What follows belongs to an exercise in optimizing a design on an open flow for small area and a short achievable clock period; a production flow would make more cautious choices.
Function was checked by simulation only, so behaviour that the tests miss may differ from the original.
Power is estimated from default activity; no workload was simulated.

==> flow/design.v, too long to show whole: its modules and the start of the top module <==
// module alu_d: 2520 lines
module alu_d #(parameter N = 32)
(
  input clk, rst,
  input [1:0] inp_valid,
  input mode,
  input [3:0] cmd,
  input ce, cin,
  input [N-1:0] opa, opb,
  output reg err, oflow, cout, g, l, e,
  output reg [(2*N-1):0] res
);
  // ...
==> flow/run.sh <==
#!/bin/bash
# synth_recipe.tcl (not shown) runs the flow's synth.tcl, then flattens the netlist and writes it again
# the make line also repeats each setting of config.mk as NAME=value (left out here)
make -C /OpenROAD-flow-scripts/flow DESIGN_CONFIG=/design/flow/config.mk WORK_HOME=/design/flow/orfs CLKGATE_MAP_FILE= SYNTH_SCRIPT=/design/flow/synth_recipe.tcl finish
==> flow/config.mk <==
export PLATFORM = sky130hd
export DESIGN_NAME = alu_d
export DESIGN_NICKNAME = alu_d
export VERILOG_FILES = /design/flow/design.v
export SDC_FILE = /design/flow/constraint.sdc
export NUM_CORES = 4
export LEC_CHECK = 0
export CAP_MARGIN = 20
export CORE_MARGIN = 2
export CORE_UTILIZATION = 40
export CTS_CLUSTER_DIAMETER = 60
export CTS_CLUSTER_SIZE = 10
export PLACE_DENSITY = 0.6
export SLEW_MARGIN = 20
==> flow/constraint.sdc <==
create_clock -name core_clock -period 11.0 [get_ports {clk}]
set_input_delay 2.2000 -clock core_clock [delete_from_list [all_inputs] [get_ports {clk}]]
set_output_delay 2.2000 -clock core_clock [all_outputs]
set_load 0.01 [all_outputs]
==> summary.txt, run 1 <==
Run status
  – Status: timing/DRC/antenna clean

Finish
  – Leading registers by flop count: res x64, b_r x33, a_r x32
  – Non-CTS buffers: 239
  – Non-clk buf share: 0.0556
  – Clkbuf count: 30
  – Most frequent cells in the layout: inv_1 (594), a22oi_1 (538), fa_1 (530)
  – #MultiIn Comb: 2742
  – Leading cell type in the layout, fill and taps excluded: inv_1
  – Fin area: about 39000 um2
  – P&R area growth vs syn: 8.49%

Power
  – Net Sw Power: slightly below 1000 uW
  – Leak Pwr: 0.0161 uW

Timing
  – Final worst slack: 2.53 ns
  – Max-slew violations: 0
  – Relative slew margins: 0.225

Global route
  – Met1 Resource Use GR: 0.405
  – Global-route wire length before repair: 207000 um

Floorplan
  – Rows: around 110

Route
  – DRC violations left: 0

Worst setup path
  – End of the worst register-to-register path: res[63]
  – CP max stage cell: dfxtp_1
  – Crit-path max FO: 23
  – Number of cells on the worst reg-to-reg path: 21
  – Worst setup SP type: register
  – Cell Chain, Critical Path: inv_2, xnor2_1, fa_1, fa_1, fa_1, fa_1, fa_1, inv_1, fa_1, fa_1, ha_1, a21o_1, a21o_1, a21oi_1, nand2_1, a2111oi_1, o2111ai_1, nand2_1, o31a_2, mux2i_1, or2_1

Hold path
  – Hold Startpoint: sel_t32
  – WHS Path Cells: 1
  – Hold Crit Class: reg -> reg

Clocking
  – Hold Buf Count CTS: 0
  – Total of cells resized after clock tree synthesis: 0
  – H-Tree Depth: 1

Synth
  – Mux cell area share after synthesis: 0.0225
==> inputs of run 2 (changes only) <==
--- a/flow/design.v
+++ b/flow/design.v
@@ -1,18 +1,19 @@
 module alu_d #(parameter N = 32)
 (
   input clk, rst,
   input [1:0] inp_valid,
   input mode,
   input [3:0] cmd,
   input ce, cin,
   input [N-1:0] opa, opb,
-  output reg err, oflow, cout, g, l, e,
-  output reg [(2*N-1):0] res
+  output reg err, g, l, e,
+  output oflow, cout,
+  output [(2*N-1):0] res
 );
   wire go   = ce & ~rst;
   wire v3   = inp_valid[0] & inp_valid[1];
   wire va   = inp_valid[0];
   wire vb   = inp_valid[1];
   wire am   = go & mode;
   wire lm   = go & ~mode;
   wire c0   = (cmd == 4'd0),  c1 = (cmd == 4'd1),  c2 = (cmd == 4'd2),  c3 = (cmd == 4'd3);
@@ -2497,24 +2498,485 @@
   assign s1181 = 1'b1 ^ pp[15][32] ^ pp[16][30];
   assign k1182 = (1'b1 & pp[15][32]) | (1'b1 & pp[16][30]) | (pp[15][32] & pp[16][30]);
   assign s1183 = k1178 ^ s1181;
   assign k1184 = k1178 & s1181;
   assign s1185 = ~dneg[15] ^ pp[16][31] ^ k1182;
   assign k1186 = (~dneg[15] & pp[16][31]) | (~dneg[15] & k1182) | (pp[16][31] & k1182);
   wire [63:0] ts = {k1184, k1180, k1176, k1170, k1164, k1156, k1148, k1138, k1128, k1116, k1104, k1090, k1076, k1060, k1044, k1026, k1008, k988, k968, k946, k924, k900, k876, k850, k824, k796, k768, k738, k708, k676, k642, k608, k574, k540, k508, k476, k446, k416, k388, k360, k334, k308, k284, k260, k238, k216, k196, s193, k158, k140, k124, k108, k94, k80, k68, k56, k46, k36, k28, k20, s17, s11, s5, pp[0][0]};
   wire [63:0] tc = {s1185, s1183, s1179, s1175, s1169, s1163, s1155, s1147, s1137, s1127, s1115, s1103, s1089, s1075, s1059, s1043, s1025, s1007, s987, s967, s945, s923, s899, s875, s849, s823, s795, s767, s737, s707, s675, s641, s607, s573, s539, s507, s475, s445, s415, s387, s359, s333, s307, s283, s259, s237, s215, s195, s175, s157, s139, s123, s107, s93, s79, s67, s55, s45, s35, s27, s19, s13, s7, s3};
-  wire [63:0] t = ts + tc;
   wire nr = ~rst;
-  wire [63:0] res_next;
-  assign res_next[31:0]  = ({32{sel_lo & nr}} & t[31:0]) | ({32{sel_hi & nr}} & t[63:32]);
-  assign res_next[32]    = sel_t32 & nr & t[32];
-  assign res_next[63:33] = ({31{sel_mul & nr}} & t[63:33]) | ({31{sel_ext & nr}} & {31{t[32]}});
+  reg [63:0] s_r, c_r;
+  reg o_lo, o_hi, o_t32, o_mul, o_ext, o_cout, o_subov, o_sov, o_sova;
   always @(posedge clk) begin
-    res   <= res_next;
-    cout  <= sel_cout & nr & t[32];
-    oflow <= nr & ((sel_subov & t[32]) | (sel_sov & (t[31] ^ a_r[N-1])));
+    s_r <= ts;
+    c_r <= tc;
+    o_lo    <= sel_lo & nr;
+    o_hi    <= sel_hi & nr;
+    o_t32   <= sel_t32 & nr;
+    o_mul   <= sel_mul & nr;
+    o_ext   <= sel_ext & nr;
+    o_cout  <= sel_cout & nr;
+    o_subov <= sel_subov & nr;
+    o_sov   <= sel_sov & nr;
+    o_sova  <= a_r[N-1];
     g     <= g_r & nr;
     l     <= l_r & nr;
     e     <= e_r & nr;
     err   <= err_r & nr;
   end
+  wire [63:0] t;
+  wire [63:0] pg_p = s_r ^ c_r;
+  wire [63:0] pg_g = s_r & c_r;
+  wire sg0_1 = pg_g[1] | (pg_p[1] & pg_g[0]);
+  wire sp0_1 = pg_p[1] & pg_p[0];
+  wire sg0_3 = pg_g[3] | (pg_p[3] & pg_g[2]);
+  wire sp0_3 = pg_p[3] & pg_p[2];
+  wire sg0_5 = pg_g[5] | (pg_p[5] & pg_g[4]);
+  wire sp0_5 = pg_p[5] & pg_p[4];
+  wire sg0_7 = pg_g[7] | (pg_p[7] & pg_g[6]);
+  wire sp0_7 = pg_p[7] & pg_p[6];
+  wire sg0_9 = pg_g[9] | (pg_p[9] & pg_g[8]);
+  wire sp0_9 = pg_p[9] & pg_p[8];
+  wire sg0_11 = pg_g[11] | (pg_p[11] & pg_g[10]);
+  wire sp0_11 = pg_p[11] & pg_p[10];
+  wire sg0_13 = pg_g[13] | (pg_p[13] & pg_g[12]);
+  wire sp0_13 = pg_p[13] & pg_p[12];
+  wire sg0_15 = pg_g[15] | (pg_p[15] & pg_g[14]);
+  wire sp0_15 = pg_p[15] & pg_p[14];
+  wire sg0_17 = pg_g[17] | (pg_p[17] & pg_g[16]);
+  wire sp0_17 = pg_p[17] & pg_p[16];
+  wire sg0_19 = pg_g[19] | (pg_p[19] & pg_g[18]);
+  wire sp0_19 = pg_p[19] & pg_p[18];
+  wire sg0_21 = pg_g[21] | (pg_p[21] & pg_g[20]);
+  wire sp0_21 = pg_p[21] & pg_p[20];
+  wire sg0_23 = pg_g[23] | (pg_p[23] & pg_g[22]);
+  wire sp0_23 = pg_p[23] & pg_p[22];
+  wire sg0_25 = pg_g[25] | (pg_p[25] & pg_g[24]);
+  wire sp0_25 = pg_p[25] & pg_p[24];
+  wire sg0_27 = pg_g[27] | (pg_p[27] & pg_g[26]);
+  wire sp0_27 = pg_p[27] & pg_p[26];
+  wire sg0_29 = pg_g[29] | (pg_p[29] & pg_g[28]);
+  wire sp0_29 = pg_p[29] & pg_p[28];
+  wire sg0_31 = pg_g[31] | (pg_p[31] & pg_g[30]);
+  wire sp0_31 = pg_p[31] & pg_p[30];
+  wire sg0_33 = pg_g[33] | (pg_p[33] & pg_g[32]);
+  wire sp0_33 = pg_p[33] & pg_p[32];
+  wire sg0_35 = pg_g[35] | (pg_p[35] & pg_g[34]);
+  wire sp0_35 = pg_p[35] & pg_p[34];
+  wire sg0_37 = pg_g[37] | (pg_p[37] & pg_g[36]);
+  wire sp0_37 = pg_p[37] & pg_p[36];
+  wire sg0_39 = pg_g[39] | (pg_p[39] & pg_g[38]);
+  wire sp0_39 = pg_p[39] & pg_p[38];
+  wire sg0_41 = pg_g[41] | (pg_p[41] & pg_g[40]);
+  wire sp0_41 = pg_p[41] & pg_p[40];
+  wire sg0_43 = pg_g[43] | (pg_p[43] & pg_g[42]);
+  wire sp0_43 = pg_p[43] & pg_p[42];
+  wire sg0_45 = pg_g[45] | (pg_p[45] & pg_g[44]);
+  wire sp0_45 = pg_p[45] & pg_p[44];
+  wire sg0_47 = pg_g[47] | (pg_p[47] & pg_g[46]);
+  wire sp0_47 = pg_p[47] & pg_p[46];
+  wire sg0_49 = pg_g[49] | (pg_p[49] & pg_g[48]);
+  wire sp0_49 = pg_p[49] & pg_p[48];
+  wire sg0_51 = pg_g[51] | (pg_p[51] & pg_g[50]);
+  wire sp0_51 = pg_p[51] & pg_p[50];
+  wire sg0_53 = pg_g[53] | (pg_p[53] & pg_g[52]);
+  wire sp0_53 = pg_p[53] & pg_p[52];
+  wire sg0_55 = pg_g[55] | (pg_p[55] & pg_g[54]);
+  wire sp0_55 = pg_p[55] & pg_p[54];
+  wire sg0_57 = pg_g[57] | (pg_p[57] & pg_g[56]);
+  wire sp0_57 = pg_p[57] & pg_p[56];
+  wire sg0_59 = pg_g[59] | (pg_p[59] & pg_g[58]);
+  wire sp0_59 = pg_p[59] & pg_p[58];
+  wire sg0_61 = pg_g[61] | (pg_p[61] & pg_g[60]);
+  wire sp0_61 = pg_p[61] & pg_p[60];
+  wire sg0_63 = pg_g[63] | (pg_p[63] & pg_g[62]);
+  wire sp0_63 = pg_p[63] & pg_p[62];
+  wire sg1_2 = pg_g[2] | (pg_p[2] & sg0_1);
+  wire sp1_2 = pg_p[2] & sp0_1;
+  wire sg1_3 = sg0_3 | (sp0_3 & sg0_1);
+  wire sp1_3 = sp0_3 & sp0_1;
+  wire sg1_6 = pg_g[6] | (pg_p[6] & sg0_5);
+  wire sp1_6 = pg_p[6] & sp0_5;
+  wire sg1_7 = sg0_7 | (sp0_7 & sg0_5);
+  wire sp1_7 = sp0_7 & sp0_5;
+  wire sg1_10 = pg_g[10] | (pg_p[10] & sg0_9);
+  wire sp1_10 = pg_p[10] & sp0_9;
+  wire sg1_11 = sg0_11 | (sp0_11 & sg0_9);
+  wire sp1_11 = sp0_11 & sp0_9;
+  wire sg1_14 = pg_g[14] | (pg_p[14] & sg0_13);
+  wire sp1_14 = pg_p[14] & sp0_13;
+  wire sg1_15 = sg0_15 | (sp0_15 & sg0_13);
+  wire sp1_15 = sp0_15 & sp0_13;
+  wire sg1_18 = pg_g[18] | (pg_p[18] & sg0_17);
+  wire sp1_18 = pg_p[18] & sp0_17;
+  wire sg1_19 = sg0_19 | (sp0_19 & sg0_17);
+  wire sp1_19 = sp0_19 & sp0_17;
+  wire sg1_22 = pg_g[22] | (pg_p[22] & sg0_21);
+  wire sp1_22 = pg_p[22] & sp0_21;
+  wire sg1_23 = sg0_23 | (sp0_23 & sg0_21);
+  wire sp1_23 = sp0_23 & sp0_21;
+  wire sg1_26 = pg_g[26] | (pg_p[26] & sg0_25);
+  wire sp1_26 = pg_p[26] & sp0_25;
+  wire sg1_27 = sg0_27 | (sp0_27 & sg0_25);
+  wire sp1_27 = sp0_27 & sp0_25;
+  wire sg1_30 = pg_g[30] | (pg_p[30] & sg0_29);
+  wire sp1_30 = pg_p[30] & sp0_29;
+  wire sg1_31 = sg0_31 | (sp0_31 & sg0_29);
+  wire sp1_31 = sp0_31 & sp0_29;
+  wire sg1_34 = pg_g[34] | (pg_p[34] & sg0_33);
+  wire sp1_34 = pg_p[34] & sp0_33;
+  wire sg1_35 = sg0_35 | (sp0_35 & sg0_33);
+  wire sp1_35 = sp0_35 & sp0_33;
+  wire sg1_38 = pg_g[38] | (pg_p[38] & sg0_37);
+  wire sp1_38 = pg_p[38] & sp0_37;
+  wire sg1_39 = sg0_39 | (sp0_39 & sg0_37);
+  wire sp1_39 = sp0_39 & sp0_37;
+  wire sg1_42 = pg_g[42] | (pg_p[42] & sg0_41);
+  wire sp1_42 = pg_p[42] & sp0_41;
+  wire sg1_43 = sg0_43 | (sp0_43 & sg0_41);
+  wire sp1_43 = sp0_43 & sp0_41;
+  wire sg1_46 = pg_g[46] | (pg_p[46] & sg0_45);
+  wire sp1_46 = pg_p[46] & sp0_45;
+  wire sg1_47 = sg0_47 | (sp0_47 & sg0_45);
+  wire sp1_47 = sp0_47 & sp0_45;
+  wire sg1_50 = pg_g[50] | (pg_p[50] & sg0_49);
+  wire sp1_50 = pg_p[50] & sp0_49;
+  wire sg1_51 = sg0_51 | (sp0_51 & sg0_49);
+  wire sp1_51 = sp0_51 & sp0_49;
+  wire sg1_54 = pg_g[54] | (pg_p[54] & sg0_53);
+  wire sp1_54 = pg_p[54] & sp0_53;
+  wire sg1_55 = sg0_55 | (sp0_55 & sg0_53);
+  wire sp1_55 = sp0_55 & sp0_53;
+  wire sg1_58 = pg_g[58] | (pg_p[58] & sg0_57);
+  wire sp1_58 = pg_p[58] & sp0_57;
+  wire sg1_59 = sg0_59 | (sp0_59 & sg0_57);
+  wire sp1_59 = sp0_59 & sp0_57;
+  wire sg1_62 = pg_g[62] | (pg_p[62] & sg0_61);
+  wire sp1_62 = pg_p[62] & sp0_61;
+  wire sg1_63 = sg0_63 | (sp0_63 & sg0_61);
+  wire sp1_63 = sp0_63 & sp0_61;
+  wire sg2_4 = pg_g[4] | (pg_p[4] & sg1_3);
+  wire sp2_4 = pg_p[4] & sp1_3;
+  wire sg2_5 = sg0_5 | (sp0_5 & sg1_3);
+  wire sp2_5 = sp0_5 & sp1_3;
+  wire sg2_6 = sg1_6 | (sp1_6 & sg1_3);
+  wire sp2_6 = sp1_6 & sp1_3;
+  wire sg2_7 = sg1_7 | (sp1_7 & sg1_3);
+  wire sp2_7 = sp1_7 & sp1_3;
+  wire sg2_12 = pg_g[12] | (pg_p[12] & sg1_11);
+  wire sp2_12 = pg_p[12] & sp1_11;
+  wire sg2_13 = sg0_13 | (sp0_13 & sg1_11);
+  wire sp2_13 = sp0_13 & sp1_11;
+  wire sg2_14 = sg1_14 | (sp1_14 & sg1_11);
+  wire sp2_14 = sp1_14 & sp1_11;
+  wire sg2_15 = sg1_15 | (sp1_15 & sg1_11);
+  wire sp2_15 = sp1_15 & sp1_11;
+  wire sg2_20 = pg_g[20] | (pg_p[20] & sg1_19);
+  wire sp2_20 = pg_p[20] & sp1_19;
+  wire sg2_21 = sg0_21 | (sp0_21 & sg1_19);
+  wire sp2_21 = sp0_21 & sp1_19;
+  wire sg2_22 = sg1_22 | (sp1_22 & sg1_19);
+  wire sp2_22 = sp1_22 & sp1_19;
+  wire sg2_23 = sg1_23 | (sp1_23 & sg1_19);
+  wire sp2_23 = sp1_23 & sp1_19;
+  wire sg2_28 = pg_g[28] | (pg_p[28] & sg1_27);
+  wire sp2_28 = pg_p[28] & sp1_27;
+  wire sg2_29 = sg0_29 | (sp0_29 & sg1_27);
+  wire sp2_29 = sp0_29 & sp1_27;
+  wire sg2_30 = sg1_30 | (sp1_30 & sg1_27);
+  wire sp2_30 = sp1_30 & sp1_27;
+  wire sg2_31 = sg1_31 | (sp1_31 & sg1_27);
+  wire sp2_31 = sp1_31 & sp1_27;
+  wire sg2_36 = pg_g[36] | (pg_p[36] & sg1_35);
+  wire sp2_36 = pg_p[36] & sp1_35;
+  wire sg2_37 = sg0_37 | (sp0_37 & sg1_35);
+  wire sp2_37 = sp0_37 & sp1_35;
+  wire sg2_38 = sg1_38 | (sp1_38 & sg1_35);
+  wire sp2_38 = sp1_38 & sp1_35;
+  wire sg2_39 = sg1_39 | (sp1_39 & sg1_35);
+  wire sp2_39 = sp1_39 & sp1_35;
+  wire sg2_44 = pg_g[44] | (pg_p[44] & sg1_43);
+  wire sp2_44 = pg_p[44] & sp1_43;
+  wire sg2_45 = sg0_45 | (sp0_45 & sg1_43);
+  wire sp2_45 = sp0_45 & sp1_43;
+  wire sg2_46 = sg1_46 | (sp1_46 & sg1_43);
+  wire sp2_46 = sp1_46 & sp1_43;
+  wire sg2_47 = sg1_47 | (sp1_47 & sg1_43);
+  wire sp2_47 = sp1_47 & sp1_43;
+  wire sg2_52 = pg_g[52] | (pg_p[52] & sg1_51);
+  wire sp2_52 = pg_p[52] & sp1_51;
+  wire sg2_53 = sg0_53 | (sp0_53 & sg1_51);
+  wire sp2_53 = sp0_53 & sp1_51;
+  wire sg2_54 = sg1_54 | (sp1_54 & sg1_51);
+  wire sp2_54 = sp1_54 & sp1_51;
+  wire sg2_55 = sg1_55 | (sp1_55 & sg1_51);
+  wire sp2_55 = sp1_55 & sp1_51;
+  wire sg2_60 = pg_g[60] | (pg_p[60] & sg1_59);
+  wire sp2_60 = pg_p[60] & sp1_59;
+  wire sg2_61 = sg0_61 | (sp0_61 & sg1_59);
+  wire sp2_61 = sp0_61 & sp1_59;
+  wire sg2_62 = sg1_62 | (sp1_62 & sg1_59);
+  wire sp2_62 = sp1_62 & sp1_59;
+  wire sg2_63 = sg1_63 | (sp1_63 & sg1_59);
+  wire sp2_63 = sp1_63 & sp1_59;
+  wire sg3_8 = pg_g[8] | (pg_p[8] & sg2_7);
+  wire sp3_8 = pg_p[8] & sp2_7;
+  wire sg3_9 = sg0_9 | (sp0_9 & sg2_7);
+  wire sp3_9 = sp0_9 & sp2_7;
+  wire sg3_10 = sg1_10 | (sp1_10 & sg2_7);
+  wire sp3_10 = sp1_10 & sp2_7;
+  wire sg3_11 = sg1_11 | (sp1_11 & sg2_7);
+  wire sp3_11 = sp1_11 & sp2_7;
+  wire sg3_12 = sg2_12 | (sp2_12 & sg2_7);
+  wire sp3_12 = sp2_12 & sp2_7;
+  wire sg3_13 = sg2_13 | (sp2_13 & sg2_7);
+  wire sp3_13 = sp2_13 & sp2_7;
+  wire sg3_14 = sg2_14 | (sp2_14 & sg2_7);
+  wire sp3_14 = sp2_14 & sp2_7;
+  wire sg3_15 = sg2_15 | (sp2_15 & sg2_7);
+  wire sp3_15 = sp2_15 & sp2_7;
+  wire sg3_24 = pg_g[24] | (pg_p[24] & sg2_23);
+  wire sp3_24 = pg_p[24] & sp2_23;
+  wire sg3_25 = sg0_25 | (sp0_25 & sg2_23);
+  wire sp3_25 = sp0_25 & sp2_23;
+  wire sg3_26 = sg1_26 | (sp1_26 & sg2_23);
+  wire sp3_26 = sp1_26 & sp2_23;
+  wire sg3_27 = sg1_27 | (sp1_27 & sg2_23);
+  wire sp3_27 = sp1_27 & sp2_23;
+  wire sg3_28 = sg2_28 | (sp2_28 & sg2_23);
+  wire sp3_28 = sp2_28 & sp2_23;
+  wire sg3_29 = sg2_29 | (sp2_29 & sg2_23);
+  wire sp3_29 = sp2_29 & sp2_23;
+  wire sg3_30 = sg2_30 | (sp2_30 & sg2_23);
+  wire sp3_30 = sp2_30 & sp2_23;
+  wire sg3_31 = sg2_31 | (sp2_31 & sg2_23);
+  wire sp3_31 = sp2_31 & sp2_23;
+  wire sg3_40 = pg_g[40] | (pg_p[40] & sg2_39);
+  wire sp3_40 = pg_p[40] & sp2_39;
+  wire sg3_41 = sg0_41 | (sp0_41 & sg2_39);
+  wire sp3_41 = sp0_41 & sp2_39;
+  wire sg3_42 = sg1_42 | (sp1_42 & sg2_39);
+  wire sp3_42 = sp1_42 & sp2_39;
+  wire sg3_43 = sg1_43 | (sp1_43 & sg2_39);
+  wire sp3_43 = sp1_43 & sp2_39;
+  wire sg3_44 = sg2_44 | (sp2_44 & sg2_39);
+  wire sp3_44 = sp2_44 & sp2_39;
+  wire sg3_45 = sg2_45 | (sp2_45 & sg2_39);
+  wire sp3_45 = sp2_45 & sp2_39;
+  wire sg3_46 = sg2_46 | (sp2_46 & sg2_39);
+  wire sp3_46 = sp2_46 & sp2_39;
+  wire sg3_47 = sg2_47 | (sp2_47 & sg2_39);
+  wire sp3_47 = sp2_47 & sp2_39;
+  wire sg3_56 = pg_g[56] | (pg_p[56] & sg2_55);
+  wire sp3_56 = pg_p[56] & sp2_55;
+  wire sg3_57 = sg0_57 | (sp0_57 & sg2_55);
+  wire sp3_57 = sp0_57 & sp2_55;
+  wire sg3_58 = sg1_58 | (sp1_58 & sg2_55);
+  wire sp3_58 = sp1_58 & sp2_55;
+  wire sg3_59 = sg1_59 | (sp1_59 & sg2_55);
+  wire sp3_59 = sp1_59 & sp2_55;
+  wire sg3_60 = sg2_60 | (sp2_60 & sg2_55);
+  wire sp3_60 = sp2_60 & sp2_55;
+  wire sg3_61 = sg2_61 | (sp2_61 & sg2_55);
+  wire sp3_61 = sp2_61 & sp2_55;
+  wire sg3_62 = sg2_62 | (sp2_62 & sg2_55);
+  wire sp3_62 = sp2_62 & sp2_55;
+  wire sg3_63 = sg2_63 | (sp2_63 & sg2_55);
+  wire sp3_63 = sp2_63 & sp2_55;
+  wire sg4_16 = pg_g[16] | (pg_p[16] & sg3_15);
+  wire sp4_16 = pg_p[16] & sp3_15;
+  wire sg4_17 = sg0_17 | (sp0_17 & sg3_15);
+  wire sp4_17 = sp0_17 & sp3_15;
+  wire sg4_18 = sg1_18 | (sp1_18 & sg3_15);
+  wire sp4_18 = sp1_18 & sp3_15;
+  wire sg4_19 = sg1_19 | (sp1_19 & sg3_15);
+  wire sp4_19 = sp1_19 & sp3_15;
+  wire sg4_20 = sg2_20 | (sp2_20 & sg3_15);
+  wire sp4_20 = sp2_20 & sp3_15;
+  wire sg4_21 = sg2_21 | (sp2_21 & sg3_15);
+  wire sp4_21 = sp2_21 & sp3_15;
+  wire sg4_22 = sg2_22 | (sp2_22 & sg3_15);
+  wire sp4_22 = sp2_22 & sp3_15;
+  wire sg4_23 = sg2_23 | (sp2_23 & sg3_15);
+  wire sp4_23 = sp2_23 & sp3_15;
+  wire sg4_24 = sg3_24 | (sp3_24 & sg3_15);
+  wire sp4_24 = sp3_24 & sp3_15;
+  wire sg4_25 = sg3_25 | (sp3_25 & sg3_15);
+  wire sp4_25 = sp3_25 & sp3_15;
+  wire sg4_26 = sg3_26 | (sp3_26 & sg3_15);
+  wire sp4_26 = sp3_26 & sp3_15;
+  wire sg4_27 = sg3_27 | (sp3_27 & sg3_15);
+  wire sp4_27 = sp3_27 & sp3_15;
+  wire sg4_28 = sg3_28 | (sp3_28 & sg3_15);
+  wire sp4_28 = sp3_28 & sp3_15;
+  wire sg4_29 = sg3_29 | (sp3_29 & sg3_15);
+  wire sp4_29 = sp3_29 & sp3_15;
+  wire sg4_30 = sg3_30 | (sp3_30 & sg3_15);
+  wire sp4_30 = sp3_30 & sp3_15;
+  wire sg4_31 = sg3_31 | (sp3_31 & sg3_15);
+  wire sp4_31 = sp3_31 & sp3_15;
+  wire sg4_48 = pg_g[48] | (pg_p[48] & sg3_47);
+  wire sp4_48 = pg_p[48] & sp3_47;
+  wire sg4_49 = sg0_49 | (sp0_49 & sg3_47);
+  wire sp4_49 = sp0_49 & sp3_47;
+  wire sg4_50 = sg1_50 | (sp1_50 & sg3_47);
+  wire sp4_50 = sp1_50 & sp3_47;
+  wire sg4_51 = sg1_51 | (sp1_51 & sg3_47);
+  wire sp4_51 = sp1_51 & sp3_47;
+  wire sg4_52 = sg2_52 | (sp2_52 & sg3_47);
+  wire sp4_52 = sp2_52 & sp3_47;
+  wire sg4_53 = sg2_53 | (sp2_53 & sg3_47);
+  wire sp4_53 = sp2_53 & sp3_47;
+  wire sg4_54 = sg2_54 | (sp2_54 & sg3_47);
+  wire sp4_54 = sp2_54 & sp3_47;
+  wire sg4_55 = sg2_55 | (sp2_55 & sg3_47);
+  wire sp4_55 = sp2_55 & sp3_47;
+  wire sg4_56 = sg3_56 | (sp3_56 & sg3_47);
+  wire sp4_56 = sp3_56 & sp3_47;
+  wire sg4_57 = sg3_57 | (sp3_57 & sg3_47);
+  wire sp4_57 = sp3_57 & sp3_47;
+  wire sg4_58 = sg3_58 | (sp3_58 & sg3_47);
+  wire sp4_58 = sp3_58 & sp3_47;
+  wire sg4_59 = sg3_59 | (sp3_59 & sg3_47);
+  wire sp4_59 = sp3_59 & sp3_47;
+  wire sg4_60 = sg3_60 | (sp3_60 & sg3_47);
+  wire sp4_60 = sp3_60 & sp3_47;
+  wire sg4_61 = sg3_61 | (sp3_61 & sg3_47);
+  wire sp4_61 = sp3_61 & sp3_47;
+  wire sg4_62 = sg3_62 | (sp3_62 & sg3_47);
+  wire sp4_62 = sp3_62 & sp3_47;
+  wire sg4_63 = sg3_63 | (sp3_63 & sg3_47);
+  wire sp4_63 = sp3_63 & sp3_47;
+  wire sg5_32 = pg_g[32] | (pg_p[32] & sg4_31);
+  wire sp5_32 = pg_p[32] & sp4_31;
+  wire sg5_33 = sg0_33 | (sp0_33 & sg4_31);
+  wire sp5_33 = sp0_33 & sp4_31;
+  wire sg5_34 = sg1_34 | (sp1_34 & sg4_31);
+  wire sp5_34 = sp1_34 & sp4_31;
+  wire sg5_35 = sg1_35 | (sp1_35 & sg4_31);
+  wire sp5_35 = sp1_35 & sp4_31;
+  wire sg5_36 = sg2_36 | (sp2_36 & sg4_31);
+  wire sp5_36 = sp2_36 & sp4_31;
+  wire sg5_37 = sg2_37 | (sp2_37 & sg4_31);
+  wire sp5_37 = sp2_37 & sp4_31;
+  wire sg5_38 = sg2_38 | (sp2_38 & sg4_31);
+  wire sp5_38 = sp2_38 & sp4_31;
+  wire sg5_39 = sg2_39 | (sp2_39 & sg4_31);
+  wire sp5_39 = sp2_39 & sp4_31;
+  wire sg5_40 = sg3_40 | (sp3_40 & sg4_31);
+  wire sp5_40 = sp3_40 & sp4_31;
+  wire sg5_41 = sg3_41 | (sp3_41 & sg4_31);
+  wire sp5_41 = sp3_41 & sp4_31;
+  wire sg5_42 = sg3_42 | (sp3_42 & sg4_31);
+  wire sp5_42 = sp3_42 & sp4_31;
+  wire sg5_43 = sg3_43 | (sp3_43 & sg4_31);
+  wire sp5_43 = sp3_43 & sp4_31;
+  wire sg5_44 = sg3_44 | (sp3_44 & sg4_31);
+  wire sp5_44 = sp3_44 & sp4_31;
+  wire sg5_45 = sg3_45 | (sp3_45 & sg4_31);
+  wire sp5_45 = sp3_45 & sp4_31;
+  wire sg5_46 = sg3_46 | (sp3_46 & sg4_31);
+  wire sp5_46 = sp3_46 & sp4_31;
+  wire sg5_47 = sg3_47 | (sp3_47 & sg4_31);
+  wire sp5_47 = sp3_47 & sp4_31;
+  wire sg5_48 = sg4_48 | (sp4_48 & sg4_31);
+  wire sp5_48 = sp4_48 & sp4_31;
+  wire sg5_49 = sg4_49 | (sp4_49 & sg4_31);
+  wire sp5_49 = sp4_49 & sp4_31;
+  wire sg5_50 = sg4_50 | (sp4_50 & sg4_31);
+  wire sp5_50 = sp4_50 & sp4_31;
+  wire sg5_51 = sg4_51 | (sp4_51 & sg4_31);
+  wire sp5_51 = sp4_51 & sp4_31;
+  wire sg5_52 = sg4_52 | (sp4_52 & sg4_31);
+  wire sp5_52 = sp4_52 & sp4_31;
+  wire sg5_53 = sg4_53 | (sp4_53 & sg4_31);
+  wire sp5_53 = sp4_53 & sp4_31;
+  wire sg5_54 = sg4_54 | (sp4_54 & sg4_31);
+  wire sp5_54 = sp4_54 & sp4_31;
+  wire sg5_55 = sg4_55 | (sp4_55 & sg4_31);
+  wire sp5_55 = sp4_55 & sp4_31;
+  wire sg5_56 = sg4_56 | (sp4_56 & sg4_31);
+  wire sp5_56 = sp4_56 & sp4_31;
+  wire sg5_57 = sg4_57 | (sp4_57 & sg4_31);
+  wire sp5_57 = sp4_57 & sp4_31;
+  wire sg5_58 = sg4_58 | (sp4_58 & sg4_31);
+  wire sp5_58 = sp4_58 & sp4_31;
+  wire sg5_59 = sg4_59 | (sp4_59 & sg4_31);
+  wire sp5_59 = sp4_59 & sp4_31;
+  wire sg5_60 = sg4_60 | (sp4_60 & sg4_31);
+  wire sp5_60 = sp4_60 & sp4_31;
+  wire sg5_61 = sg4_61 | (sp4_61 & sg4_31);
+  wire sp5_61 = sp4_61 & sp4_31;
+  wire sg5_62 = sg4_62 | (sp4_62 & sg4_31);
+  wire sp5_62 = sp4_62 & sp4_31;
+  wire sg5_63 = sg4_63 | (sp4_63 & sg4_31);
+  wire sp5_63 = sp4_63 & sp4_31;
+  assign t[0] = pg_p[0];
+  assign t[1] = pg_p[1] ^ pg_g[0];
+  assign t[2] = pg_p[2] ^ sg0_1;
+  assign t[3] = pg_p[3] ^ sg1_2;
+  assign t[4] = pg_p[4] ^ sg1_3;
+  assign t[5] = pg_p[5] ^ sg2_4;
+  assign t[6] = pg_p[6] ^ sg2_5;
+  assign t[7] = pg_p[7] ^ sg2_6;
+  assign t[8] = pg_p[8] ^ sg2_7;
+  assign t[9] = pg_p[9] ^ sg3_8;
+  assign t[10] = pg_p[10] ^ sg3_9;
+  assign t[11] = pg_p[11] ^ sg3_10;
+  assign t[12] = pg_p[12] ^ sg3_11;
+  assign t[13] = pg_p[13] ^ sg3_12;
+  assign t[14] = pg_p[14] ^ sg3_13;
+  assign t[15] = pg_p[15] ^ sg3_14;
+  assign t[16] = pg_p[16] ^ sg3_15;
+  assign t[17] = pg_p[17] ^ sg4_16;
+  assign t[18] = pg_p[18] ^ sg4_17;
+  assign t[19] = pg_p[19] ^ sg4_18;
+  assign t[20] = pg_p[20] ^ sg4_19;
+  assign t[21] = pg_p[21] ^ sg4_20;
+  assign t[22] = pg_p[22] ^ sg4_21;
+  assign t[23] = pg_p[23] ^ sg4_22;
+  assign t[24] = pg_p[24] ^ sg4_23;
+  assign t[25] = pg_p[25] ^ sg4_24;
+  assign t[26] = pg_p[26] ^ sg4_25;
+  assign t[27] = pg_p[27] ^ sg4_26;
+  assign t[28] = pg_p[28] ^ sg4_27;
+  assign t[29] = pg_p[29] ^ sg4_28;
+  assign t[30] = pg_p[30] ^ sg4_29;
+  assign t[31] = pg_p[31] ^ sg4_30;
+  assign t[32] = pg_p[32] ^ sg4_31;
+  assign t[33] = pg_p[33] ^ sg5_32;
+  assign t[34] = pg_p[34] ^ sg5_33;
+  assign t[35] = pg_p[35] ^ sg5_34;
+  assign t[36] = pg_p[36] ^ sg5_35;
+  assign t[37] = pg_p[37] ^ sg5_36;
+  assign t[38] = pg_p[38] ^ sg5_37;
+  assign t[39] = pg_p[39] ^ sg5_38;
+  assign t[40] = pg_p[40] ^ sg5_39;
+  assign t[41] = pg_p[41] ^ sg5_40;
+  assign t[42] = pg_p[42] ^ sg5_41;
+  assign t[43] = pg_p[43] ^ sg5_42;
+  assign t[44] = pg_p[44] ^ sg5_43;
+  assign t[45] = pg_p[45] ^ sg5_44;
+  assign t[46] = pg_p[46] ^ sg5_45;
+  assign t[47] = pg_p[47] ^ sg5_46;
+  assign t[48] = pg_p[48] ^ sg5_47;
+  assign t[49] = pg_p[49] ^ sg5_48;
+  assign t[50] = pg_p[50] ^ sg5_49;
+  assign t[51] = pg_p[51] ^ sg5_50;
+  assign t[52] = pg_p[52] ^ sg5_51;
+  assign t[53] = pg_p[53] ^ sg5_52;
+  assign t[54] = pg_p[54] ^ sg5_53;
+  assign t[55] = pg_p[55] ^ sg5_54;
+  assign t[56] = pg_p[56] ^ sg5_55;
+  assign t[57] = pg_p[57] ^ sg5_56;
+  assign t[58] = pg_p[58] ^ sg5_57;
+  assign t[59] = pg_p[59] ^ sg5_58;
+  assign t[60] = pg_p[60] ^ sg5_59;
+  assign t[61] = pg_p[61] ^ sg5_60;
+  assign t[62] = pg_p[62] ^ sg5_61;
+  assign t[63] = pg_p[63] ^ sg5_62;
+  assign res[31:0]  = ({32{o_lo}} & t[31:0]) | ({32{o_hi}} & t[63:32]);
+  assign res[32]    = o_t32 & t[32];
+  assign res[63:33] = ({31{o_mul}} & t[63:33]) | ({31{o_ext}} & {31{t[32]}});
+  assign cout  = o_cout & t[32];
+  assign oflow = (o_subov & t[32]) | (o_sov & (t[31] ^ o_sova));
 endmodule
==> flow/config.mk (replaced) <==
export PLATFORM = sky130hd
export DESIGN_NAME = alu_d
export DESIGN_NICKNAME = alu_d
export VERILOG_FILES = /design/flow/design.v
export SDC_FILE = /design/flow/constraint.sdc
export NUM_CORES = 4
export LEC_CHECK = 0
export ABC_CLOCK_PERIOD_IN_PS = 5000
export CAP_MARGIN = 20
export CORE_MARGIN = 2
export CORE_UTILIZATION = 40
export CTS_CLUSTER_DIAMETER = 60
export CTS_CLUSTER_SIZE = 10
export PLACE_DENSITY = 0.6
export SETUP_SLACK_MARGIN = 5
export SLEW_MARGIN = 20
==> summary.txt, run 2 <==
Synth
  – FF+latch count, synth: 272 (was 201)
  – Syn Std Cell Area: 36200 um2 (was 35700 um2)
  – EDFF count, synth: 0 (unchanged)
  – Synth top area cells: fa_1 (30%), dfxtp_1 (15%), xnor2_1 (12%) (was fa_1 (30%), a22oi_1 (11%), dfxtp_1 (11%))
  – Post-Synthesis Net Count: 4564 (was 4694)
  – Seq/Total Area, Yosys: 0.150 (was 0.113)
  – Distinct cells, synth: 75 (was 92)
  – Yosys warns: 1 (unchanged)
  – Top_reg_cell synth: dfxtp_1 (unchanged)
  – Syn_area_per_cell: 9.57 um2 (was 9.12 um2)
  – Most common cell in the netlist: inv_1 (unchanged)
  – Gate Count Post-Synth: 3781 (was 3915)
  – Top cell type's share of synthesized area: 0.296 (was 0.297)
  – Post-synth top cells: inv_1 (591), fa_1 (535), a22oi_1 (533) (was inv_1 (594), a22oi_1 (538), fa_1 (530))
  – Async S/R FF share, synth: 0 (unchanged)
  – Area leader, netlist: fa_1 (unchanged)

Timing
  – Final Hold Violating Endpoints: 0 (unchanged)
  – Worst slew pin tran: 1.13 ns (was 1.16 ns)
  – Min Tclk post-route: 6.09 ns (was 8.47 ns)
  – Fmax: 0.164 GHz (was 0.118 GHz)
  – Max-slew violations: 0 (unchanged)
  – Relative slew margins: 0.248 (was 0.225)
  – Clk_skew: 0.0312 ns (was 0.0170 ns)
  – RSZ-0062 raised after global routing: true (was false)
  – Tcrit/Tclk final: 0.553 (was 0.770)
  – Fin Setup TNS: 0 ns (unchanged)
  – Final setup vio count: 0 (unchanged)

Global route
  – Global route overflow: 0 (unchanged)
  – Initial antenna violation count: 2 (was 3)
  – Global-route wire length before repair: 207000 um (about the same)
  – Vias in the first global route: 30.9k (was 30.7k)
  – Total global-route track usage: 0.298 (was 0.304)
  – Largest net degree at the start of global routing: 37 (was 36)

Power
  – PD cells: 78.8 nW/um2 (was 65.3 nW/um2)
  – Worst VDD drop: 0.0000991 V (was 0.000120 V)
  – Leak Pwr: 0.0163 uW (was 0.0161 uW)

Worst setup path
  – Cell family with most CP delay: compound AO/OA/AOI/OAI gates (was adder cells)
  – Largest stage delay on the critical path: 0.49 ns (was 0.97 ns)
  – CP Capture Type: output port (was register)
  – WP data arrival: 3.89 ns (was 8.95 ns)
  – CP required: 8.80 ns (was 11.47 ns)
  – Crit-path max FO: 5 (was 23)
  – Buf/Inv on CP: 1 (was 2)
  – Cell Chain, Critical Path: ha_4, fa_2, a211oi_2, o21ai_2, o211ai_4, a21oi_4, o21ai_4, nand2_4, a21o_4, a211o_1, a32o_1, clkdlybuf4s50_1 (was inv_2, xnor2_1, fa_1, fa_1, fa_1, fa_1, fa_1, inv_1, fa_1, fa_1, ha_1, a21o_1, a21o_1, a21oi_1, nand2_1, a2111oi_1, o2111ai_1, nand2_1, o31a_2, mux2i_1, or2_1)
  – CP Class: reg -> out (was reg -> reg)
  – Worst setup SP type: register (unchanged)
  – CP max stage cell: clkdlybuf4s50_1 (was dfxtp_1)

Finish
  – Post-layout nets: 4569 (was 4594)
  – P&R area growth vs syn: 13.2% (was 8.49%)
  – Filler instances: 8606 (was 8697)
  – Leading registers by flop count: c_r x64, s_r x64, b_r x33 (was res x64, b_r x33, a_r x32)
  – Finished Layout Cells: 4976 (was 4992)
  – Antenna cells: 0 (was 3)
  – Leading cell type in the layout, fill and taps excluded: inv_1 (unchanged)
  – Share of cells above drive strength 1: 0.115 (was 0.0581)
  – Most frequent cells in the layout: inv_1 (589), a22oi_1 (533), fa_1 (532) (was inv_1 (594), a22oi_1 (538), fa_1 (530))

Route
  – Routed len/inst: 28.2 um (was 28.1 um)
  – 1st-iter DRT viols: 3904 (was 3834)
  – Number of vias in the routed layout: 30.1k (was 30.4k)
  – Vias per cell: 6.04 (was 6.09)
  – Drt pass-1 iters: 8 (was 30)
  – WL final: 140000 um (about the same)
  – Routed Antenna Nets: 0 (unchanged)
  – DRC violations left: 0 (unchanged)

Floorplan
  – Core Box Area: 89900 um2 (was 88500 um2)
  – Initial Util: 0.403 (was 0.404)
  – Die X: 305 um (was 303 um)
  – Die height: 305 um (was 303 um)
  – Top Ports: 145 (unchanged)
  – Die area: 92900 um2 (was 91700 um2)
  – Rows: 110 (was 109)

Clocking
  – Worst-Skew Late Latency: 0.59 ns (about the same)
  – H-Tree Depth: 2 (was 1)
  – CTS sink count: 272 (was 201)
  – CTS tree: done (unchanged)
  – Reg clk slew, reported paths: 0.06 ns (about the same)
  – Hold Buf Count CTS: 0 (unchanged)
  – TritonCTS Buffers: 38 (was 28)
  – Cell at the root of the clock tree: clkbuf_16 (unchanged)
  – Clk buf depth: 3 (unchanged)

Place
  – Dpl hpwl: 92100 um (was 100000 um)
  – Placed insts: 4859 (was 4950)
  – Global placement routability congestion: 0.922 (was 0.973)
  – # port buffers: 144 (unchanged)

Flow run
  – Max_cap viols: 0 (unchanged)

Run status
  – Status: timing/DRC/antenna clean (unchanged)

Hold path
  – Hold Crit Class: reg -> reg (unchanged)
-- run 2: cell types whose count changed after synthesis, moves of 20 or more --
cell,before,now
o21ai_0,75,35
xor2_1,173,61
nor2_1,84,60
xnor2_1,421,512
o22ai_1,23,2
a21oi_1,112,71
a22o_1,21,41
nand2_1,127,97
dfxtp_1,201,272
-- run 2: logic make-up (layout without fill, tap and decap cells) --
family,Yosys count,after routing,share of synthesized area
xor+xnor,573,573,0.139
flops,272,272,0.150
simple gates,330,331,0.0452
mux,37,37,0.0207
fa+ha+maj,708,708,0.356
buf+inv,944,962,0.0979
compound gates,917,917,0.191
-- run 2: per-stage QoR --
stage | area [um2] | worst slack [ns] | power, uW | hold WS (ns) | util
finish | 41000 | 4.91 | 3230 | 0.434 | 0.456
floorplan | 36200 | 5.55 | 1500 | 0.329 | -
CTS | 40600 | 4.79 | 3160 | 0.436 | 0.451
global placement | 38600 | 4.12 | 1820 | 0.417 | 0.430
global route | 41000 | 4.78 | 3340 | 0.445 | 0.456
detailed placement | 38600 | 4.11 | 1820 | 0.422 | 0.430
-- run 2: per-layer routing --
| metal | wire length (um) | vias to the layer above | GRT usage |
|---|---|---|---|
| li1 | - | 12566 | - |
| met1 | 55500 | 14872 | 0.397 |
| met2 | 58700 | 2195 | 0.444 |
| met3 | 19500 | 421 | 0.104 |
| met4 | 6570 | 2 | 0.115 |
| met5 | 13 | - | 0 |
-- run 2: timing repair --
item                                    in CTS  in global routing
pin swaps                                   36                 32
endpoints found under the setup margin      65                 64
resized for setup                          214                123
setup buffers                               44                 16
gates cloned                                 2                  1
-- run 2: path summary, 6_finish.rpt --
kind	from	end	slack, ns	cells past startpoint
setup / recovery	c_r[0]	res[10]	4.91	12
hold / removal	err_r	err	0.43	1
setup reg to reg	dneg[7]	c_r[34]	5.51	12
hold reg to reg	err_r	err	0.43	1
-- run 2: report_power, final --
| part | switching (uW) | internal [uW] |
|---|---|---|
| logic | 596 | 412 |
| clock network | 486 | 690 |
| registers | 19.8 | 1030 |
-- run 2: final cells by class --
| type | instances | area [um2] | share of cell area |
|---|---|---|---|
| inverter | 601 | 2260 | 0.0550 |
| timing repair buffer | 307 | 2670 | 0.0652 |
| clock inverter | 12 | 198 | 0.00482 |
| multi-input combinational | 2566 | 27900 | 0.682 |
| sequential | 272 | 5470 | 0.133 |
| tap | 1176 | 1470 | 0.0359 |
| clock buffer | 42 | 976 | 0.0238 |
==> inputs of run 3 (changes only) <==
--- a/flow/config.mk
+++ b/flow/config.mk
@@ -6,5 +6,4 @@
 export NUM_CORES = 4
 export LEC_CHECK = 0
-export ABC_CLOCK_PERIOD_IN_PS = 5000
 export CAP_MARGIN = 20
 export CORE_MARGIN = 2
@@ -13,4 +12,3 @@
 export CTS_CLUSTER_SIZE = 10
 export PLACE_DENSITY = 0.6
-export SETUP_SLACK_MARGIN = 5
 export SLEW_MARGIN = 20
==> summary.txt, run 3 <==
Run status
  – Status: timing/DRC/antenna clean (unchanged)

Worst setup path
  – Number of cells on the worst reg-to-reg path: 12 (unchanged)
  – Reg-to-Reg Start: dneg[6] (was dneg[7])
  – Critical path origin: s_r[15] (was c_r[0])
  – WP data arrival: 4.99 ns (was 3.89 ns)
  – Crit-path max FO: 25 (was 5)
  – End of the critical path: res[63] (was res[10])
  – CP Capture Type: output port (unchanged)
  – CP required: 8.80 ns (about the same)
  – R2R Setup Slk: 5.52 ns (was 5.51 ns)
  – End of the worst register-to-register path: c_r[34] (unchanged)
  – Worst setup SP type: register (unchanged)
  – CP Class: reg -> out (unchanged)

Clocking
  – Worst-Skew Late Latency: 0.59 ns (about the same)
  – CTS tree: done (unchanged)
  – Hold Buf Count CTS: 0 (unchanged)
  – TritonCTS Buffers: 38 (unchanged)
  – Cell at the root of the clock tree: clkbuf_16 (unchanged)
  – Reg clk slew, reported paths: 0.06 ns (about the same)
  – Clk buf depth: 3 (unchanged)
  – H-Tree Depth: 2 (unchanged)
  – Post-CTS Setup Inserts: 0 (was 44)
  – CTS sink count: 272 (unchanged)
  – Total of cells resized after clock tree synthesis: 0 (was 214)

Route
  – WL final: 138000 um (was 140000 um)
  – DRC violations left: 0 (unchanged)
  – Drt pass-1 iters: 6 (was 8)
  – Routed Antenna Nets: 0 (unchanged)
  – Routed len/inst: 28.1 um (was 28.2 um)
  – 1st-iter DRT viols: 3754 (was 3904)
  – Number of vias in the routed layout: 29.7k (was 30.1k)
  – Vias per cell: 6.05 (was 6.04)

Timing
  – Fmax: 0.139 GHz (was 0.164 GHz)
  – Worst slew pin tran: 1.11 ns (was 1.13 ns)
  – Final Hold Violating Endpoints: 0 (unchanged)
  – Final setup vio count: 0 (unchanged)
  – Min Tclk post-route: 7.19 ns (was 6.09 ns)
  – RSZ-0062 raised after global routing: false (was true)
  – Clk_skew: 0.0284 ns (was 0.0312 ns)
  – Relative slew margins: 0.257 (was 0.248)
  – Fin Setup TNS: 0 ns (unchanged)
  – Tcrit/Tclk final: 0.654 (was 0.553)
  – Max-slew violations: 0 (unchanged)

Synth
  – FF+latch count, synth: 272 (unchanged)
  – Top cell type's share of synthesized area: 0.296 (unchanged)
  – Distinct cells, synth: 75 (unchanged)
  – Synth top area cells: fa_1 (30%), dfxtp_1 (15%), xnor2_1 (12%) (unchanged)
  – Async S/R FF share, synth: 0 (unchanged)
  – Yosys warns: 1 (unchanged)
  – Seq/Total Area, Yosys: 0.150 (unchanged)
  – Area leader, netlist: fa_1 (unchanged)
  – Syn Std Cell Area: 36200 um2 (unchanged)
  – Syn_area_per_cell: 9.57 um2 (unchanged)
  – Gate Count Post-Synth: 3781 (unchanged)
  – Most common cell in the netlist: inv_1 (unchanged)
  – Top_reg_cell synth: dfxtp_1 (unchanged)
  – Post-synth top cells: inv_1 (591), fa_1 (535), a22oi_1 (533) (unchanged)
  – Post-Synthesis Net Count: 4564 (unchanged)
  – EDFF count, synth: 0 (unchanged)

Finish
  – Antenna cells: 0 (unchanged)
  – Fin area: 39800 um2 (was 41000 um2)
  – Most frequent cells in the layout: inv_1 (590), fa_1 (535), a22oi_1 (533) (was inv_1 (589), a22oi_1 (533), fa_1 (532))
  – Share of cells above drive strength 1: 0.0661 (was 0.115)
  – Leading registers by flop count: c_r x64, s_r x64, b_r x33 (unchanged)
  – Post-layout nets: 4506 (was 4569)
  – Filler instances: 8701 (was 8606)
  – Leading cell type in the layout, fill and taps excluded: inv_1 (unchanged)
  – P&R area growth vs syn: 9.96% (was 13.2%)

Hold path
  – Hold Startpoint: err_r (unchanged)
  – Hold Crit Class: reg -> reg (unchanged)

Place
  – Global placement routability congestion: 0.922 (unchanged)
  – Dpl hpwl: 92100 um (unchanged)
  – # port buffers: 144 (unchanged)
  – Placed instance area: 38600 um2 (unchanged)

Floorplan
  – Rows: 110 (unchanged)
  – Top Ports: 145 (unchanged)
  – Core Box Area: 89900 um2 (unchanged)
  – Die height: 305 um (unchanged)
  – Die area: 92900 um2 (unchanged)
  – Initial Util: 0.403 (unchanged)
  – Die X: 305 um (unchanged)

Power
  – Gate power share: 0.257 (was 0.312)
  – Leak Pwr: 0.0157 uW (was 0.0163 uW)
  – Clock power frac: 0.392 (was 0.364)
  – Reg power frac: 0.350 (was 0.324)
  – Sw Ratio: 0.340 (was 0.341)
  – Worst VDD drop: 0.0000976 V (was 0.0000991 V)
  – Net Sw Power: 1020 uW (was 1100 uW)
  – PD cells: 75.0 nW/um2 (was 78.8 nW/um2)
  – Total chip power: 2990 uW (was 3230 uW)
  – Internal power: 1970 uW (was 2130 uW)

Global route
  – Global-route wire length before repair: 204000 um (was 207000 um)
  – Vias in the first global route: 30.5k (was 30.9k)
  – Global route overflow: 0 (unchanged)
  – Total global-route track usage: 0.295 (was 0.298)
  – Initial antenna violation count: 3 (was 2)
  – Largest net degree at the start of global routing: 37 (unchanged)

Flow run
  – Max_cap viols: 0 (unchanged)
run 3: cell counts after synthesis:
Identical to the previous run, type by type.
run 3: cell families (layout without fill, tap and decap cells):
logic type                 Yosys count  count (layout)  share of synthesized area
buffers and inverters              944             900                     0.0979
AOI/OAI and AO/OA                  917             917                      0.191
adders and majority gates          708             708                      0.356
xor gates and xnor gates           573             573                      0.139
and+or+nand+nor                    330             330                     0.0452
DFF                                272             272                      0.150
muxes                               37              37                     0.0207
run 3: critical path, cell delays in order, from the launching register on:
cell and delay [ns]:
dfxtp_1 0.30, ha_1 0.36, a21oi_1 0.30, o21ai_0 0.17
a221oi_1 0.32, nand2_1 0.26, o21ai_0 0.24, nand2_1 0.10
a21oi_1 0.19, fa_1 0.73, nor2b_4 0.66, a31oi_1 0.08
o211ai_1 0.12, clkdlybuf4s50_1 0.55
run 3: layout make-up:
class / count / area, um2 / share of cell area
Tap cell: 1176 / 1470 / 0.0370
Clock inverter: 12 / 198 / 0.00497
Multi-Input combinational cell: 2565 / 27200 / 0.684
Timing Repair Buffer: 245 / 2200 / 0.0553
Sequential cell: 272 / 5460 / 0.137
Clock buffer: 42 / 976 / 0.0245
Inverter: 601 / 2260 / 0.0567
run 3: through the flow:
step | std cells | hold slack (ns) | setup slack (ns) | utilization
after floorplan | 3781 | 0.329 | 5.55 | -
after detailed placement | 4859 | 0.422 | 4.11 | 0.430
final | 4913 | 0.435 | 3.81 | 0.443
after CTS | 4913 | 0.436 | 3.50 | 0.443
after global placement | 4859 | 0.417 | 4.12 | 0.430
after global routing | 4913 | 0.445 | 3.41 | 0.443
run 3: worst min-delay path by stage:
stage	to	slack [ns]	cells after the start
3_3_place_gp	o_cout	0.42	1
3_5_place_dp	err	0.42	1
6_report	err	0.43	1
4_1_cts	err	0.44	1
2_1_floorplan	o_sova	0.33	0
5_1_grt	err	0.44	1
run 3: metal layers:
metal | GRT usage | wire length, um | vias to the layer above
met1 | 0.394 | 54700 | 14690
met2 | 0.438 | 57600 | 2206
met5 | 0 | 27 | -
met3 | 0.105 | 19800 | 405
met4 | 0.108 | 5890 | 4
li1 | - | - | 12441
run 3: power by group through the flow:
stage	Combinational (uW)	Clock, uW	Sequential (uW)
6_report	769	1170	1050
3_5_place_dp	756	0	1070
2_1_floorplan	442	0	1060
3_3_place_gp	759	0	1060
4_1_cts	760	1190	1050
5_1_grt	816	1230	1050
==> inputs of run 4 (changes only) <==
==> flow/flow/run.sh (new file) <==
#!/bin/bash
# The standard layout, with the port buffers made of a plain buffer cell
# (buf_2) instead of the delay-cell buffers buffer_ports picks by default.
set -o pipefail
export BUFFER_PORTS_ARGS="-buffer_cell sky130_fd_sc_hd__buf_2"
bash standard.sh > standard.log 2>&1
==> flow/standard.sh (new file) <==
#!/bin/bash
# synth_recipe.tcl (not shown) runs the flow's synth.tcl, then flattens the netlist and writes it again
# the make line also repeats each setting of config.mk as NAME=value (left out here)
make -C /OpenROAD-flow-scripts/flow DESIGN_CONFIG=/design/flow/config.mk WORK_HOME=/design/flow/orfs CLKGATE_MAP_FILE= SYNTH_SCRIPT=/design/flow/synth_recipe.tcl "${@:-finish}"
--- a/flow/config.mk
+++ b/flow/config.mk
@@ -6,4 +6,5 @@
 export NUM_CORES = 4
 export LEC_CHECK = 0
+export ABC_CLOCK_PERIOD_IN_PS = 5000
 export CAP_MARGIN = 20
 export CORE_MARGIN = 2
@@ -12,3 +13,4 @@
 export CTS_CLUSTER_SIZE = 10
 export PLACE_DENSITY = 0.6
+export SETUP_SLACK_MARGIN = 5
 export SLEW_MARGIN = 20
removed: flow/run.sh
==> summary.txt, run 4 <==
Finish
  – Leading registers by flop count: c_r x64, s_r x64, b_r x33 (unchanged)
  – Post-layout nets: 4522 (was 4506)
  – Leading cell type in the layout, fill and taps excluded: inv_1 (unchanged)
  – Most frequent cells in the layout: inv_1 (591), a22oi_1 (533), fa_1 (533) (was inv_1 (590), fa_1 (535), a22oi_1 (533))
  – Fin area: 39600 um2 (was 39800 um2)
  – Core Util, Final: 0.441 (was 0.443)
  – Share of cells above drive strength 1: 0.122 (was 0.0661)
  – P&R area growth vs syn: 9.53% (was 9.96%)

Route
  – Vias per cell: 6.07 (was 6.05)
  – 1st-iter DRT viols: 4189 (was 3754)
  – WL final: 141000 um (was 138000 um)
  – Number of vias in the routed layout: 29.9k (was 29.7k)
  – DRC violations left: 0 (unchanged)
  – Drt pass-1 iters: 7 (was 6)
  – Routed len/inst: 28.5 um (was 28.1 um)
  – Routed Antenna Nets: 0 (unchanged)

Synth
  – Top_reg_cell synth: dfxtp_1 (unchanged)
  – FF+latch count, synth: 272 (unchanged)
  – Syn_area_per_cell: 9.57 um2 (unchanged)
  – Seq/Total Area, Yosys: 0.150 (unchanged)
  – Gate Count Post-Synth: 3781 (unchanged)
  – Post-Synthesis Net Count: 4564 (unchanged)
  – Area leader, netlist: fa_1 (unchanged)
  – Synth top area cells: fa_1 (30%), dfxtp_1 (15%), xnor2_1 (12%) (unchanged)
  – Async S/R FF share, synth: 0 (unchanged)
  – Most common cell in the netlist: inv_1 (unchanged)
  – Distinct cells, synth: 75 (unchanged)
  – EDFF count, synth: 0 (unchanged)
  – Yosys warns: 1 (unchanged)
  – Post-synth top cells: inv_1 (591), fa_1 (535), a22oi_1 (533) (unchanged)
  – Top cell type's share of synthesized area: 0.296 (unchanged)
  – Syn Std Cell Area: 36200 um2 (unchanged)

Power
  – Worst VDD drop: 0.0000958 V (was 0.0000976 V)
  – PD cells: 77.3 nW/um2 (was 75.0 nW/um2)
  – Leak Pwr: 0.0160 uW (was 0.0157 uW)

Worst setup path
  – Cell family with most CP delay: compound AO/OA/AOI/OAI gates (unchanged)
  – R2R Setup Slk: 5.52 ns (about the same)
  – Number of cells on the worst reg-to-reg path: 12 (unchanged)
  – Cell Chain, Critical Path: ha_4, fa_2, a211oi_2, o21ai_2, o211ai_4, a21oi_4, o21ai_1, nand2_1, a21oi_2, fa_2, buf_12, o21ai_0, buf_2 (was ha_1, a21oi_1, o21ai_0, a221oi_1, nand2_1, o21ai_0, nand2_1, a21oi_1, fa_1, nor2b_4, a31oi_1, o211ai_1, clkdlybuf4s50_1)
  – End of the worst register-to-register path: c_r[29] (was c_r[34])
  – WP data arrival: 3.75 ns (was 4.99 ns)
  – Buf/Inv on CP: 2 (was 1)
  – CP Class: reg -> out (unchanged)
  – Worst setup SP type: register (unchanged)
  – Crit-path max FO: 5 (was 25)
  – CP max stage cell: fa_2 (was fa_1)
  – CP Capture Type: output port (unchanged)
  – CP required: 8.80 ns (about the same)
  – Cell mode on critical path: fa_2
  – Largest stage delay on the critical path: 0.52 ns (was 0.73 ns)
  – Reg-to-Reg Start: dneg[10] (was dneg[6])

Clocking
  – Reg clk slew, reported paths: 0.05 ns (was 0.06 ns)
  – TritonCTS Buffers: 38 (unchanged)
  – Cell at the root of the clock tree: clkbuf_16 (unchanged)
  – CTS sink count: 272 (unchanged)
  – Worst-Skew Late Latency: 0.59 ns (about the same)
  – Hold Buf Count CTS: 0 (unchanged)
  – H-Tree Depth: 2 (unchanged)
  – Clk buf depth: 3 (unchanged)
  – CTS tree: done (unchanged)

Hold path
  – Worst Hold Endpoint: o_t32 (was err)
  – Hold Crit Class: reg -> reg (unchanged)
  – WHS Path Cells: 1 (unchanged)
  – Hold Startpoint: sel_t32 (was err_r)

Timing
  – Final Hold Violating Endpoints: 0 (unchanged)
  – Final setup vio count: 0 (unchanged)
  – Max-slew violations: 0 (unchanged)
  – Relative slew margins: 0.294 (was 0.257)
  – Worst slew pin tran: 1.06 ns (was 1.11 ns)
  – Fin Setup TNS: 0 ns (unchanged)
  – Tcrit/Tclk final: 0.541 (was 0.654)
  – Fmax: 0.168 GHz (was 0.139 GHz)
  – Min Tclk post-route: 5.95 ns (was 7.19 ns)
  – Final worst slack: 5.05 ns (was 3.81 ns)
  – RSZ-0062 raised after global routing: true (was false)
  – Clk_skew: 0.0237 ns (was 0.0284 ns)

Floorplan
  – Top Ports: 145 (unchanged)
  – Die X: 305 um (unchanged)
  – Core Box Area: 89900 um2 (unchanged)
  – Initial Util: 0.403 (unchanged)
  – Die height: 305 um (unchanged)
  – Die area: 92900 um2 (unchanged)
  – Rows: 110 (unchanged)

Global route
  – Global-route wire length before repair: 209000 um (was 204000 um)
  – Largest net degree at the start of global routing: 37 (unchanged)
  – Initial antenna violation count: 4 (was 3)
  – Total global-route track usage: 0.300 (was 0.295)
  – Vias in the first global route: 31.1k (was 30.5k)
  – Global route overflow: 0 (unchanged)

Place
  – Placed instance area: 37900 um2 (was 38600 um2)
  – Post-Place Worst Slack: 4.57 ns (was 4.11 ns)
  – # port buffers: 144 (unchanged)
  – Dpl hpwl: 91900 um (was 92100 um)
  – Global placement routability congestion: 0.942 (was 0.922)

Flow run
  – Max_cap viols: 0 (unchanged)

Run status
  – Status: timing/DRC/antenna clean (unchanged)
==> run 4: report_power, final <==
| group | leakage [uW] | total, uW | switching (uW) | internal, uW |
|---|---|---|---|---|
| Combinational | 0.0132 | 834 | 545 | 288 |
| Sequential | 0.00222 | 1050 | 19.4 | 1030 |
| Clock | 0.000561 | 1180 | 494 | 689 |
==> run 4: worst max-delay path by stage <==
stage	endpoint	start	slack, ns	depth (start not counted)
finish	res[0]	s_r[0]	5.05	13
global route	res[39]	s_r[0]	4.92	15
CTS	res[19]	s_r[43]	4.97	12
detailed placement	res[63]	s_r[0]	4.57	14
global placement	res[63]	s_r[0]	4.62	14
floorplan	res[42]	s_r[0]	5.55	14
==> run 4: stage by stage <==
step	hold slack (ns)	instances	power, uW
finish	0.433	4931	3060
global route	0.461	4929	3170
CTS	0.435	4923	3040
global placement	0.418	4855	1810
floorplan	0.329	3781	1500
detailed placement	0.422	4855	1810
==> run 4: area by class of cell <==
class / instances / area (um2)
Tap cell: 1176 / 1470
Timing Repair Buffer: 260 / 1650
Antenna cell: 2 / 5.00
Clock inverter: 13 / 203
Multi-Input combinational cell: 2566 / 27600
Clock buffer: 41 / 972
Sequential cell: 272 / 5460
Inverter: 601 / 2260
Fill cell: 8681 / 50200
==> run 4: logic make-up after synthesis <==
kind of cell,synth area share
AO/OA/AOI/OAI,0.191
XOR/XNOR,0.139
adder cells (fa/ha/maj),0.356
buffers and inverters,0.0979
flip-flops,0.150
multiplexers,0.0207
AND/OR/NAND/NOR,0.0452
==> run 4: layer usage <==
metal | global-route usage | vias to the layer above | wire length, um
li1 | - | 12470 | -
met1 | 0.400 | 14664 | 55800
met2 | 0.437 | 2254 | 57400
met3 | 0.108 | 525 | 19900
met4 | 0.131 | 0 | 7440
met5 | 0 | - | 0
==> run 4: what timing repair did <==
action                                  CTS  global route
cloned                                    1             0
pin swaps                                11            21
setup buffers                            13             6
endpoints found under the hold margin     0             0
resized for setup                        29            40
endpoints found under the setup margin   57            53
==> inputs of run 5 (changes only) <==
==> flow/flow/run.sh (replaced) <==
#!/bin/bash
# The standard layout, with the port buffers made of a plain buffer cell
# (buf_2) instead of the delay-cell buffers buffer_ports picks by default,
# and timing repair aimed at a larger setup slack.
set -o pipefail
export BUFFER_PORTS_ARGS="-buffer_cell sky130_fd_sc_hd__buf_2"
export SETUP_SLACK_MARGIN=6.5
bash standard.sh > standard.log 2>&1
--- a/flow/config.mk
+++ b/flow/config.mk
@@ -13,4 +13,3 @@
 export CTS_CLUSTER_SIZE = 10
 export PLACE_DENSITY = 0.6
-export SETUP_SLACK_MARGIN = 5
 export SLEW_MARGIN = 20
==> summary.txt, run 5 <==
Run status
  – Status: timing/DRC/antenna clean (unchanged)

Synth
  – FF+latch count, synth: 272 (unchanged)
  – Gate Count Post-Synth: 3781 (unchanged)
  – Post-Synthesis Net Count: 4564 (unchanged)
  – Yosys warns: 1 (unchanged)
  – Syn Std Cell Area: 36200 um2 (unchanged)
  – Seq/Total Area, Yosys: 0.150 (unchanged)
  – Syn_area_per_cell: 9.57 um2 (unchanged)
  – Synth top area cells: fa_1 (30%), dfxtp_1 (15%), xnor2_1 (12%) (unchanged)

Timing
  – Fmax: 0.165 GHz (was 0.168 GHz)
  – RSZ-0062 raised after global routing: true (unchanged)
  – Fin Setup TNS: 0 ns (unchanged)
  – Final setup vio count: 0 (unchanged)
  – Relative slew margins: 0.372 (was 0.294)
  – Tcrit/Tclk final: 0.551 (was 0.541)

Global route
  – Total global-route track usage: 0.313 (was 0.300)
  – Largest net degree at the start of global routing: 37 (unchanged)
  – Initial antenna violation count: 2 (was 4)

Route
  – Vias per cell: 6.18 (was 6.07)
  – Routed Antenna Nets: 0 (unchanged)
  – 1st-iter DRT viols: 4739 (was 4189)
  – WL final: 154000 um (was 141000 um)

Worst setup path
  – Reg-to-Reg Start: dneg[15] (was dneg[10])
  – CP required: 8.80 ns (about the same)
  – R2R Setup Slk: 6.47 ns (was 5.52 ns)
  – End of the worst register-to-register path: c_r[34] (was c_r[29])
  – CP max stage cell: fa_2 (unchanged)
  – Largest stage delay on the critical path: 0.50 ns (was 0.52 ns)
  – Crit-path max FO: 13 (was 5)
  – WP data arrival: 3.86 ns (was 3.75 ns)

Power
  – Leak Pwr: 0.0177 uW (was 0.0160 uW)
  – PD cells: 75.3 nW/um2 (was 77.3 nW/um2)

Place
  – Dpl hpwl: 92100 um (was 91900 um)
  – # port buffers: 144 (unchanged)

Hold path
  – WHS Path Cells: 1 (unchanged)
  – Hold Crit Class: reg -> reg (unchanged)

Floorplan
  – Die area: 92900 um2 (unchanged)
  – Initial Util: 0.403 (unchanged)
  – Die height: 305 um (unchanged)
  – Die X: 305 um (unchanged)
  – Rows: 110 (unchanged)

Finish
  – P&R area growth vs syn: 21.2% (was 9.53%)
  – Filler instances: 8220 (was 8681)

Clocking
  – Clk buf depth: 3 (unchanged)
  – TritonCTS Buffers: 38 (unchanged)
  – Reg clk slew, reported paths: 0.06 ns (was 0.05 ns)
  – Hold Buf Count CTS: 0 (unchanged)
  – CTS sink count: 272 (unchanged)
  – Cell at the root of the clock tree: clkbuf_16 (unchanged)
run 5: cell count changes in the layout (fill, tap and decap cells not counted), sizes merged, moves of 3 or more:
cell	before	now
buf	260	382
clkbuf	41	64
bufbuf	0	17
inv	605	601
clkinvlp	3	6
run 5: layout make-up:
cell class,instances,share of cell area
Inverter,601,0.0538
Sequential cell,272,0.128
Clock inverter,12,0.00445
Timing Repair Buffer,420,0.109
Clock buffer,43,0.0228
Multi-Input combinational cell,2566,0.648
Timing Repair inverter,1,0.000257
Tap cell,1176,0.0336
Antenna cell,1,0.0000571
run 5: metal layers:
layer / GRT usage / share of wire / vias to the layer above
met5: 0.00568 / 0 / -
met4: 0.145 / 0.070 / 0
met3: 0.114 / 0.15 / 655
met2: 0.457 / 0.40 / 2607
met1: 0.412 / 0.37 / 15372
li1: - / - / 12815
run 5: cells by family (layout without fill, tap and decap cells):
kind of cell / after synthesis / in the layout / synth area share
adder cells (fa/ha/maj): 708 / 708 / 0.356
AO/OA/AOI/OAI: 917 / 917 / 0.191
multiplexers: 37 / 37 / 0.0207
flip-flops: 272 / 272 / 0.150
AND/OR/NAND/NOR: 330 / 331 / 0.0452
other: 0 / 1 / 0
XOR/XNOR: 573 / 573 / 0.139
buffers and inverters: 944 / 1077 / 0.0979
run 5: repair_timing:
item,CTS,global route
buffers inserted,101,47
gates cloned,19,19
pin swaps,50,94
endpoints found under the setup margin,181,134
endpoints found under the hold margin,0,0
resized for setup,367,205
run 5: stage by stage:
stage	setup WS, ns	cell area, um2	instances
3_3_place_gp	4.81	38000	4850
3_5_place_dp	4.72	38000	4850
6_report	4.94	43800	5092
2_1_floorplan	5.94	36500	3781
5_1_grt	4.85	43800	5091
4_1_cts	4.99	42200	5025
run 5: worst max path at each step:
stage | from | end | slack, ns | cells after the start
global placement | s_r[15] | res[63] | 4.81 | 13
floorplan | s_r[0] | res[42] | 5.94 | 14
CTS | s_r[0] | res[63] | 4.99 | 16
detailed placement | s_r[0] | res[45] | 4.72 | 13
finish | s_r[0] | res[63] | 4.94 | 16
global route | s_r[0] | res[63] | 4.85 | 16
run 5: where the power goes:
group	internal, uW	total [uW]	switching, uW
Combinational	437	1050	615
Sequential	1020	1060	34.7
Clock	702	1190	489
Total	2160	3300	1140
run 5: worst max-delay path: cells and delay by family (launching register included):
family / cells / cell delay, ns
compound gates: 8 / 1.20
fa+ha+maj: 3 / 0.99
buf+inv: 3 / 0.48
flops: 1 / 0.33
simple gates: 2 / 0.23

-- afterwards: timing with drivers on the ports --
Ports are ideal in the flow. The routed layouts listed here were re-timed in OpenROAD.
Step 1: set_driving_cell puts a clkbuf_16 on clk and a buf_2 on each other input, an assumption about the parent block.
Step 2 times the ports against the registers' clock, not the clock port: input delays grow and output delays shrink by t, the midpoint of the rising clock arrivals with the driver on.
Three values: ideal, step 1, step 2; two values: the first two.
run	t, ns	slack for setup (ns)
run 1	0.657	2.529 / 2.529 / 2.529
run 2	0.645	4.914 / 4.848 / 5.077
run 3	0.643	3.806 / 3.738 / 4.381
run 4	0.639	5.049 / 4.986 / 5.522
run 5	0.651	4.943 / 4.877 / 5.528
After both steps every run listed still meets setup and hold.
